Background: an optimization exercise with open tools, aiming at small area, a short achievable clock period and few clock cycles per item. Do not read the settings as production practice.
At most, simulation tests tie the RTL to the original design; equivalence was not proved.

==> inputs of 07-03 <==
==> flow/design.v <==
module addsub(input mul, input sub, input [15:0] a, input [7:0] b,
              input [15:0] mx, input [15:0] my, output [15:0] y);
    wire [15:0] bx = {{8{b[7]}}, b} ^ {16{sub}};
    wire [15:0] p  = mul ? mx : a;
    wire [15:0] q  = mul ? my : bx;
    assign y = p + q + {15'd0, ~mul & sub};
endmodule
module mul8s_tree(input [7:0] a, input [7:0] b, output [15:0] x, output [15:0] y);
    wire m1 = (a[0] & b[0]);
    wire m2 = (a[0] & b[1]);
    wire m3 = (a[1] & b[0]);
    wire m4 = (a[0] & b[2]);
    wire m5 = (a[1] & b[1]);
    wire m6 = (a[2] & b[0]);
    wire m7 = (a[0] & b[3]);
    wire m8 = (a[1] & b[2]);
    wire m9 = (a[2] & b[1]);
    wire m10 = (a[3] & b[0]);
    wire m11 = (a[0] & b[4]);
    wire m12 = (a[1] & b[3]);
    wire m13 = (a[2] & b[2]);
    wire m14 = (a[3] & b[1]);
    wire m15 = (a[4] & b[0]);
    wire m16 = (a[0] & b[5]);
    wire m17 = (a[1] & b[4]);
    wire m18 = (a[2] & b[3]);
    wire m19 = (a[3] & b[2]);
    wire m20 = (a[4] & b[1]);
    wire m21 = (a[5] & b[0]);
    wire m22 = (a[0] & b[6]);
    wire m23 = (a[1] & b[5]);
    wire m24 = (a[2] & b[4]);
    wire m25 = (a[3] & b[3]);
    wire m26 = (a[4] & b[2]);
    wire m27 = (a[5] & b[1]);
    wire m28 = (a[6] & b[0]);
    wire m29 = ~(a[0] & b[7]);
    wire m30 = (a[1] & b[6]);
    wire m31 = (a[2] & b[5]);
    wire m32 = (a[3] & b[4]);
    wire m33 = (a[4] & b[3]);
    wire m34 = (a[5] & b[2]);
    wire m35 = (a[6] & b[1]);
    wire m36 = ~(a[7] & b[0]);
    wire m37 = ~(a[1] & b[7]);
    wire m38 = (a[2] & b[6]);
    wire m39 = (a[3] & b[5]);
    wire m40 = (a[4] & b[4]);
    wire m41 = (a[5] & b[3]);
    wire m42 = (a[6] & b[2]);
    wire m43 = ~(a[7] & b[1]);
    wire m44 = ~(a[2] & b[7]);
    wire m45 = (a[3] & b[6]);
    wire m46 = (a[4] & b[5]);
    wire m47 = (a[5] & b[4]);
    wire m48 = (a[6] & b[3]);
    wire m49 = ~(a[7] & b[2]);
    wire m50 = ~(a[3] & b[7]);
    wire m51 = (a[4] & b[6]);
    wire m52 = (a[5] & b[5]);
    wire m53 = (a[6] & b[4]);
    wire m54 = ~(a[7] & b[3]);
    wire m55 = ~(a[4] & b[7]);
    wire m56 = (a[5] & b[6]);
    wire m57 = (a[6] & b[5]);
    wire m58 = ~(a[7] & b[4]);
    wire m59 = ~(a[5] & b[7]);
    wire m60 = (a[6] & b[6]);
    wire m61 = ~(a[7] & b[5]);
    wire m62 = ~(a[6] & b[7]);
    wire m63 = ~(a[7] & b[6]);
    wire m64 = (a[7] & b[7]);
    wire m65 = m22 ^ m23;
    wire m66 = m22 & m23;
    wire m67 = m29 ^ m30 ^ m31;
    wire m68 = (m29 & m30) | (m31 & (m29 ^ m30));
    wire m69 = m32 ^ m33;
    wire m70 = m32 & m33;
    wire m71 = m37 ^ m38 ^ m39;
    wire m72 = (m37 & m38) | (m39 & (m37 ^ m38));
    wire m73 = m40 ^ m41 ^ m42;
    wire m74 = (m40 & m41) | (m42 & (m40 ^ m41));
    wire m75 = m44 ^ m45 ^ m46;
    wire m76 = (m44 & m45) | (m46 & (m44 ^ m45));
    wire m77 = m11 ^ m12;
    wire m78 = m11 & m12;
    wire m79 = m16 ^ m17 ^ m18;
    wire m80 = (m16 & m17) | (m18 & (m16 ^ m17));
    wire m81 = m19 ^ m20;
    wire m82 = m19 & m20;
    wire m83 = m24 ^ m25 ^ m26;
    wire m84 = (m24 & m25) | (m26 & (m24 ^ m25));
    wire m85 = m27 ^ m28 ^ m65;
    wire m86 = (m27 & m28) | (m65 & (m27 ^ m28));
    wire m87 = m34 ^ m35 ^ m36;
    wire m88 = (m34 & m35) | (m36 & (m34 ^ m35));
    wire m89 = m67 ^ m69 ^ m66;
    wire m90 = (m67 & m69) | (m66 & (m67 ^ m69));
    wire m91 = m43 ^ 1'b1 ^ m71;
    wire m92 = (m43 & 1'b1) | (m71 & (m43 ^ 1'b1));
    wire m93 = m73 ^ m68 ^ m70;
    wire m94 = (m73 & m68) | (m70 & (m73 ^ m68));
    wire m95 = m47 ^ m48 ^ m49;
    wire m96 = (m47 & m48) | (m49 & (m47 ^ m48));
    wire m97 = m75 ^ m72 ^ m74;
    wire m98 = (m75 & m72) | (m74 & (m75 ^ m72));
    wire m99 = m50 ^ m51 ^ m52;
    wire m100 = (m50 & m51) | (m52 & (m50 ^ m51));
    wire m101 = m53 ^ m54 ^ m76;
    wire m102 = (m53 & m54) | (m76 & (m53 ^ m54));
    wire m103 = m55 ^ m56 ^ m57;
    wire m104 = (m55 & m56) | (m57 & (m55 ^ m56));
    wire m105 = m7 ^ m8;
    wire m106 = m7 & m8;
    wire m107 = m13 ^ m14 ^ m15;
    wire m108 = (m13 & m14) | (m15 & (m13 ^ m14));
    wire m109 = m21 ^ m79 ^ m81;
    wire m110 = (m21 & m79) | (m81 & (m21 ^ m79));
    wire m111 = m83 ^ m85 ^ m80;
    wire m112 = (m83 & m85) | (m80 & (m83 ^ m85));
    wire m113 = m87 ^ m89 ^ m84;
    wire m114 = (m87 & m89) | (m84 & (m87 ^ m89));
    wire m115 = m91 ^ m93 ^ m88;
    wire m116 = (m91 & m93) | (m88 & (m91 ^ m93));
    wire m117 = m95 ^ m97 ^ m92;
    wire m118 = (m95 & m97) | (m92 & (m95 ^ m97));
    wire m119 = m99 ^ m101 ^ m96;
    wire m120 = (m99 & m101) | (m96 & (m99 ^ m101));
    wire m121 = m58 ^ m103 ^ m100;
    wire m122 = (m58 & m103) | (m100 & (m58 ^ m103));
    wire m123 = m59 ^ m60 ^ m61;
    wire m124 = (m59 & m60) | (m61 & (m59 ^ m60));
    wire m125 = m4 ^ m5;
    wire m126 = m4 & m5;
    wire m127 = m9 ^ m10 ^ m105;
    wire m128 = (m9 & m10) | (m105 & (m9 ^ m10));
    wire m129 = m77 ^ m107 ^ m106;
    wire m130 = (m77 & m107) | (m106 & (m77 ^ m107));
    wire m131 = m78 ^ m109 ^ m108;
    wire m132 = (m78 & m109) | (m108 & (m78 ^ m109));
    wire m133 = m82 ^ m111 ^ m110;
    wire m134 = (m82 & m111) | (m110 & (m82 ^ m111));
    wire m135 = m86 ^ m113 ^ m112;
    wire m136 = (m86 & m113) | (m112 & (m86 ^ m113));
    wire m137 = m90 ^ m115 ^ m114;
    wire m138 = (m90 & m115) | (m114 & (m90 ^ m115));
    wire m139 = m94 ^ m117 ^ m116;
    wire m140 = (m94 & m117) | (m116 & (m94 ^ m117));
    wire m141 = m98 ^ m119 ^ m118;
    wire m142 = (m98 & m119) | (m118 & (m98 ^ m119));
    wire m143 = m102 ^ m121 ^ m120;
    wire m144 = (m102 & m121) | (m120 & (m102 ^ m121));
    wire m145 = m104 ^ m123 ^ m122;
    wire m146 = (m104 & m123) | (m122 & (m104 ^ m123));
    wire m147 = m62 ^ m63 ^ m124;
    wire m148 = (m62 & m63) | (m124 & (m62 ^ m63));
    assign x = {1'b1, m64, m147, m145, m143, m141, m139, m137, m135, m133, m131, m129, m127, m6, m2, m1};
    assign y = {1'b0, m148, m146, m144, m142, m140, m138, m136, m134, m132, m130, m128, m126, m125, m3, 1'b0};
endmodule
module divrow(input [8:0] t, input [7:0] d, output c, output [7:0] r);
    wire [7:0] g = t[7:0] & ~d;
    wire [7:0] p = t[7:0] | ~d;
    wire [7:0] x = ~(t[7:0] ^ d);
    wire G1 = g[1] | (p[1] & p[0]);
    wire G2 = g[3] | (p[3] & g[2]);
    wire P2 = p[3] & p[2];
    wire G3 = g[5] | (p[5] & g[4]);
    wire P3 = p[5] & p[4];
    wire G4 = g[7] | (p[7] & g[6]);
    wire P4 = p[7] & p[6];
    wire G5 = g[2] | (p[2] & G1);
    wire G6 = G2 | (P2 & G1);
    wire G7 = g[6] | (p[6] & G3);
    wire P7 = p[6] & P3;
    wire G8 = G4 | (P4 & G3);
    wire P8 = P4 & P3;
    wire G9 = g[4] | (p[4] & G6);
    wire G10 = G3 | (P3 & G6);
    wire G11 = G7 | (P7 & G6);
    wire G12 = G8 | (P8 & G6);
    assign c = t[8] | G12;
    assign r[0] = c ? (x[0] ^ 1'b1) : t[0];
    assign r[1] = c ? (x[1] ^ p[0]) : t[1];
    assign r[2] = c ? (x[2] ^ G1) : t[2];
    assign r[3] = c ? (x[3] ^ G5) : t[3];
    assign r[4] = c ? (x[4] ^ G6) : t[4];
    assign r[5] = c ? (x[5] ^ G9) : t[5];
    assign r[6] = c ? (x[6] ^ G10) : t[6];
    assign r[7] = c ? (x[7] ^ G11) : t[7];
endmodule
module alu(
    input wire clk,
    input wire reset,
    input wire start,
    input wire [1:0] op_select,    
    input wire [15:0] op1,
    input wire [7:0] op2,
    output reg [15:0] res,
    output reg done
);
    wire [15:0] mx, my;
    mul8s_tree u_mul (.a(op1[7:0]), .b(op2), .x(mx), .y(my));
    wire [15:0] sum;
    addsub u_add (.mul(op_select[1]), .sub(op_select[0]), .a(op1), .b(op2),
                  .mx(mx), .my(my), .y(sum));
    reg        s1, s2;       
    reg  [7:0] rem_r;        
    reg  [3:0] q_r;          
    reg  [7:0] d_r;          
    reg  [3:0] n_r;          
    always @(posedge clk or posedge reset)
        if (reset) begin
            s1 <= 1'b0;
            s2 <= 1'b0;
        end else begin
            s1 <= start & op_select[1] & op_select[0];
            s2 <= s1;
        end
    wire [7:0] rem [0:4];
    wire [3:0] q;
    assign rem[0] = rem_r;
    genvar i;
    generate
        for (i = 0; i < 4; i = i + 1) begin : rows
            divrow u (.t({rem[i], n_r[3-i]}), .d(d_r), .c(q[3-i]), .r(rem[i+1]));
        end
    endgenerate
    always @(posedge clk) begin
        rem_r <= start ? op1[15:8] : rem[4];
        q_r   <= q;
        d_r   <= op2;
        n_r   <= s1 ? op1[3:0] : op1[7:4];
    end
    always @(*) begin
        if (op_select == 2'b11) begin
            res  = {q_r, q, rem[4]};
            done = s2;
        end else begin
            res  = sum;
            done = 1'b1;
        end
    end
endmodule
==> flow/flow/run.sh <==
#!/bin/bash
# Layout flow: the standard synthesis, then the combinational logic re-mapped
# by ABC (flip-flops untouched), then the standard ORFS flow from floorplan on.
# Each tool's output goes to a log file of its own in the work folder.
set -euo pipefail
W=$(pwd)
F=$W/flow
R=$W/orfs/results/${FLOW_PLATFORM}/alu/base
ABC_D=$(cat $F/abc_delay_ps)
bash standard.sh synth > $W/log_1_standard_synth.txt 2>&1
cp $R/1_2_yosys.v $W/standard_1_2_yosys.v
DU=$(make -s -C $FLOW_HOME DESIGN_CONFIG=$FLOW_CONFIG WORK_HOME=$W/orfs print-DONT_USE_CELLS | sed 's/^DONT_USE_CELLS: //')
printf 'set_driving_cell sky130_fd_sc_hd__buf_1\nset_load 5\n' > $W/abc.constr
sed "s/{D}/-D $ABC_D/g" $F/s.abc > $W/resynth.abc
RS_IN=$W/standard_1_2_yosys.v RS_OUT=$W/resynth.v \
  RS_LIB=$FLOW_HOME/platforms/${FLOW_PLATFORM}/lib/sky130_fd_sc_hd__tt_025C_1v80.lib \
  RS_DONTUSE="$DU" RS_D=$ABC_D RS_SCRIPT=$W/resynth.abc RS_CONSTR=$W/abc.constr \
  yosys -c $F/resynth.tcl > $W/log_2_resynth.txt 2>&1
cp $W/resynth.v $R/1_2_yosys.v
rm -f $R/1_synth.odb $R/1_synth.sdc
if [[ -f $F/orfs_env ]]; then source $F/orfs_env; fi
bash standard.sh finish > $W/log_3_standard_finish.txt 2>&1
==> flow/flow/abc_delay_ps <==
6000
==> flow/flow/orfs_env <==
export BUFFER_PORTS_ARGS="-buffer_cell sky130_fd_sc_hd__buf_2"
==> flow/flow/resynth.tcl <==
# Re-map the combinational logic of the standard synthesis netlist with ABC.
# The flip-flops are left as they are (same instances, names and cell types).
# env: RS_IN (netlist in), RS_OUT (netlist out), RS_LIB, RS_DONTUSE, RS_D (ABC delay target, ps),
#      RS_SCRIPT (optional ABC script)
yosys -import
set lib $::env(RS_LIB)
set du {}
foreach c $::env(RS_DONTUSE) { lappend du -dont_use $c }
read_liberty -ignore_miss_func $lib
# keep the sequential and tie cells as black boxes
foreach m [split [string trim [tee -q -s result.string select -list-mod sky130_fd_sc_hd__df* sky130_fd_sc_hd__conb_*]] "\n"] {
  blackbox $m
}
read_verilog $::env(RS_IN)
hierarchy -top alu
flatten alu
select -module alu
opt -purge
select -clear
hierarchy -top alu
set abc_args [list -liberty $lib {*}$du -D $::env(RS_D)]
if {[info exists ::env(RS_SCRIPT)] && $::env(RS_SCRIPT) ne ""} { lappend abc_args -script $::env(RS_SCRIPT) }
if {[info exists ::env(RS_CONSTR)] && $::env(RS_CONSTR) ne ""} { lappend abc_args -constr $::env(RS_CONSTR) }
abc {*}$abc_args
opt_clean -purge
hilomap -singleton -hicell sky130_fd_sc_hd__conb_1 HI -locell sky130_fd_sc_hd__conb_1 LO
splitnets
opt_clean -purge
tee -o $::env(RS_OUT).stat stat -liberty $lib
write_verilog -noattr -noexpr -nohex -nodec $::env(RS_OUT)
==> flow/flow/s.abc <==
strash
&get -n
&fraig -x
&put
scorr
dc2
strash
dch -f
balance
resub -K 6
rewrite
resub -K 6 -N 2
refactor
resub -K 8
balance
resub -K 8 -N 2
rewrite
resub -K 10
rewrite -z
resub -K 10 -N 2
balance
resub -K 12
refactor -z
resub -K 12 -N 2
rewrite -z
balance
dch -f
map {D}
topo
buffer -p
upsize {D}
dnsize {D}
stime -p
==> flow/standard.sh <==
#!/bin/bash
# synth_recipe.tcl (not shown) runs the flow's synth.tcl, then flattens the netlist and writes it again
# the make line also repeats each setting of config.mk as NAME=value (left out here)
make -C /OpenROAD-flow-scripts/flow DESIGN_CONFIG=/design/flow/config.mk WORK_HOME=/design/flow/orfs CLKGATE_MAP_FILE= SYNTH_SCRIPT=/design/flow/synth_recipe.tcl "${@:-finish}"
==> flow/config.mk <==
export PLATFORM = sky130hd
export DESIGN_NAME = alu
export DESIGN_NICKNAME = alu
export VERILOG_FILES = /design/flow/design.v
export SDC_FILE = /design/flow/constraint.sdc
export NUM_CORES = 4
export LEC_CHECK = 0
export CAP_MARGIN = 20
export CORE_MARGIN = 2
export CORE_UTILIZATION = 40
export SLEW_MARGIN = 20
==> flow/constraint.sdc <==
create_clock -name core_clock -period 14.0 [get_ports {clk}]
set_input_delay 2.8000 -clock core_clock [delete_from_list [all_inputs] [get_ports {clk}]]
set_output_delay 2.8000 -clock core_clock [all_outputs]
set_load 0.01 [all_outputs]
==> 01-05: changes against 07-03 <==
--- a/flow/design.v
+++ b/flow/design.v
@@ -205,18 +205,13 @@
                   .mx(mx), .my(my), .y(sum));
-    reg        s1, s2;       
+    wire       is_div = op_select[1] & op_select[0];
+    reg        busy;         
+    reg        retry;        
     reg  [7:0] rem_r;        
     reg  [3:0] q_r;          
-    reg  [7:0] d_r;          
-    reg  [3:0] n_r;          
-    always @(posedge clk or posedge reset)
-        if (reset) begin
-            s1 <= 1'b0;
-            s2 <= 1'b0;
-        end else begin
-            s1 <= start & op_select[1] & op_select[0];
-            s2 <= s1;
-        end
+    wire       quick = (op1[15:8] == 8'd0) & ~retry;
+    wire       fits  = (op2[7:4] != 4'd0) | (op1[7:4] < op2[3:0]);
+    wire [3:0] n = (busy | quick) ? op1[3:0] : op1[7:4];
     wire [7:0] rem [0:4];
     wire [3:0] q;
-    assign rem[0] = rem_r;
+    assign rem[0] = busy ? rem_r : {op1[15:12], quick ? op1[7:4] : op1[11:8]};
     genvar i;
@@ -224,15 +219,21 @@
         for (i = 0; i < 4; i = i + 1) begin : rows
-            divrow u (.t({rem[i], n_r[3-i]}), .d(d_r), .c(q[3-i]), .r(rem[i+1]));
+            divrow u (.t({rem[i], n[3-i]}), .d(op2), .c(q[3-i]), .r(rem[i+1]));
         end
     endgenerate
+    always @(posedge clk or posedge reset)
+        if (reset) begin
+            busy  <= 1'b0;
+            retry <= 1'b0;
+        end else begin
+            busy  <= (start & is_div & ~quick) | retry;
+            retry <=  start & is_div & quick & ~fits;
+        end
     always @(posedge clk) begin
-        rem_r <= start ? op1[15:8] : rem[4];
+        rem_r <= rem[4];
         q_r   <= q;
-        d_r   <= op2;
-        n_r   <= s1 ? op1[3:0] : op1[7:4];
     end
     always @(*) begin
-        if (op_select == 2'b11) begin
-            res  = {q_r, q, rem[4]};
-            done = s2;
+        if (is_div) begin
+            res  = {busy ? q_r : 4'd0, q, rem[4]};
+            done = busy | (quick & fits);
         end else begin
--- a/flow/flow/run.sh
+++ b/flow/flow/run.sh
@@ -17,3 +17,3 @@
   RS_DONTUSE="$DU" RS_D=$ABC_D RS_SCRIPT=$W/resynth.abc RS_CONSTR=$W/abc.constr \
-  yosys -c $F/resynth.tcl > $W/log_2_resynth.txt 2>&1
+  RS_KEEP_FA=$(cat $F/keep_fa 2>/dev/null || echo 0) yosys -c $F/resynth.tcl > $W/log_2_resynth.txt 2>&1
 cp $W/resynth.v $R/1_2_yosys.v
==> flow/flow/abc_delay_ps (replaced) <==
3000
==> flow/flow/keep_fa (new file) <==
1
==> flow/flow/orfs_env (replaced) <==
export BUFFER_PORTS_ARGS="-buffer_cell sky130_fd_sc_hd__buf_1"
--- a/flow/flow/resynth.tcl
+++ b/flow/flow/resynth.tcl
@@ -15,2 +15,16 @@
 hierarchy -top alu
+# Keep the full-adder cells that no flip-flop feeds (the multiplier's tree) as they are.
+if {[info exists ::env(RS_KEEP_FA)] && $::env(RS_KEEP_FA)} {
+  set fh [open $::env(RS_IN) r]; set ntxt [read $fh]; close $fh
+  set fft [lsort -unique [regexp -all -inline {sky130_fd_sc_hd__df[a-z0-9_]+} $ntxt]]
+  set ffsel {}
+  set rules {}
+  foreach m $fft { lappend ffsel "alu/t:$m"; append rules ":-${m}\[D,RESET_B,SET_B\]" }
+  select -set ffs {*}$ffsel
+  select -set regcone @ffs %co*$rules
+  select -set keepfa alu/t:sky130_fd_sc_hd__fa_1 @regcone %d
+  select -count @keepfa
+  setattr -set keep_hierarchy 1 @keepfa
+  select -clear
+}
 flatten alu
@@ -25,2 +39,5 @@
 opt_clean -purge
+if {[info exists ::env(RS_KEEP_FA)] && $::env(RS_KEEP_FA)} {
+  blackbox sky130_fd_sc_hd__fa_1
+}
 hilomap -singleton -hicell sky130_fd_sc_hd__conb_1 HI -locell sky130_fd_sc_hd__conb_1 LO
Settings changed: CTS_BUF_LIST set to sky130_fd_sc_hd__clkbuf_4.
==> 08-20: changes against 07-03 <==
--- a/flow/design.v
+++ b/flow/design.v
@@ -205,18 +205,12 @@
                   .mx(mx), .my(my), .y(sum));
-    reg        s1, s2;       
+    reg        busy;         
     reg  [7:0] rem_r;        
     reg  [3:0] q_r;          
-    reg  [7:0] d_r;          
-    reg  [3:0] n_r;          
     always @(posedge clk or posedge reset)
-        if (reset) begin
-            s1 <= 1'b0;
-            s2 <= 1'b0;
-        end else begin
-            s1 <= start & op_select[1] & op_select[0];
-            s2 <= s1;
-        end
+        if (reset) busy <= 1'b0;
+        else       busy <= start & op_select[1] & op_select[0];
+    wire [3:0] n = busy ? op1[3:0] : op1[7:4];
     wire [7:0] rem [0:4];
     wire [3:0] q;
-    assign rem[0] = rem_r;
+    assign rem[0] = busy ? rem_r : op1[15:8];
     genvar i;
@@ -224,3 +218,3 @@
         for (i = 0; i < 4; i = i + 1) begin : rows
-            divrow u (.t({rem[i], n_r[3-i]}), .d(d_r), .c(q[3-i]), .r(rem[i+1]));
+            divrow u (.t({rem[i], n[3-i]}), .d(op2), .c(q[3-i]), .r(rem[i+1]));
         end
@@ -228,6 +222,4 @@
     always @(posedge clk) begin
-        rem_r <= start ? op1[15:8] : rem[4];
+        rem_r <= rem[4];
         q_r   <= q;
-        d_r   <= op2;
-        n_r   <= s1 ? op1[3:0] : op1[7:4];
     end
@@ -236,3 +228,3 @@
             res  = {q_r, q, rem[4]};
-            done = s2;
+            done = busy;
         end else begin
==> flow/flow/abc_delay_ps (replaced) <==
3000
==> run notes <==
07-03 ran to the end with no violations. 01-05 passed the timing, design-rule and antenna checks. 08-20 passed the timing, design-rule and antenna checks. Non-clock buffer count: 01-05 > 08-20 > 07-03. Register-to-register slack, lowest first: 07-03, 01-05, 08-20. Clock skew, lowest first: 01-05, 08-20, 07-03. Worst setup slack: 07-03 > 08-20 > 01-05.
Testbench counts of 07-03, summed over its fixed seeds: cycles 11,944, ops 8,000.
Testbench counts of 08-20, summed over its fixed seeds: cycles 9,972, ops 8,000.
The RTL of 01-05 was laid out without a check of its function.

port drivers added, routing unchanged:
No port has a modelled driver above. Below, the same layouts with a new extraction and two added sets of constraints.
Step 1: set_driving_cell puts a clkbuf_16 on clk and a buf_2 on each other input, an assumption about the parent block.
Step 2 adds t to the input delays and takes it off the output delays; t is the mean of the earliest and latest rising clock arrival at the registers after step 1. Input paths then give back, and output paths get back, about the clock's delay inside the block.
a / b / c = ideal ports / drivers / drivers and shift; a / b = the first two.
| run | t, ns | setup WS [ns] | worst setup path after step 2 | worst register clock-pin slew, ns | worst data-port slew with drivers (ns) |
|---|---|---|---|---|---|
| 07-03 | 0.301 | 2.674 / 2.643 / 2.944 | register to output | 0.10 / 0.10 | 0.03 |
| 01-05 | 0.320 | 1.450 / 1.428 / 1.428 | input to output | 0.09 / 0.09 | 0.03 |
| 08-20 | 0.285 | 2.158 / 2.138 / 2.138 | input to output | 0.06 / 0.06 | 0.03 |
After both steps setup and hold are still met in every run listed. The setup slack of 01-05, which loses most, moves by -0.022 ns with the drivers and by -0.022 ns with both steps.
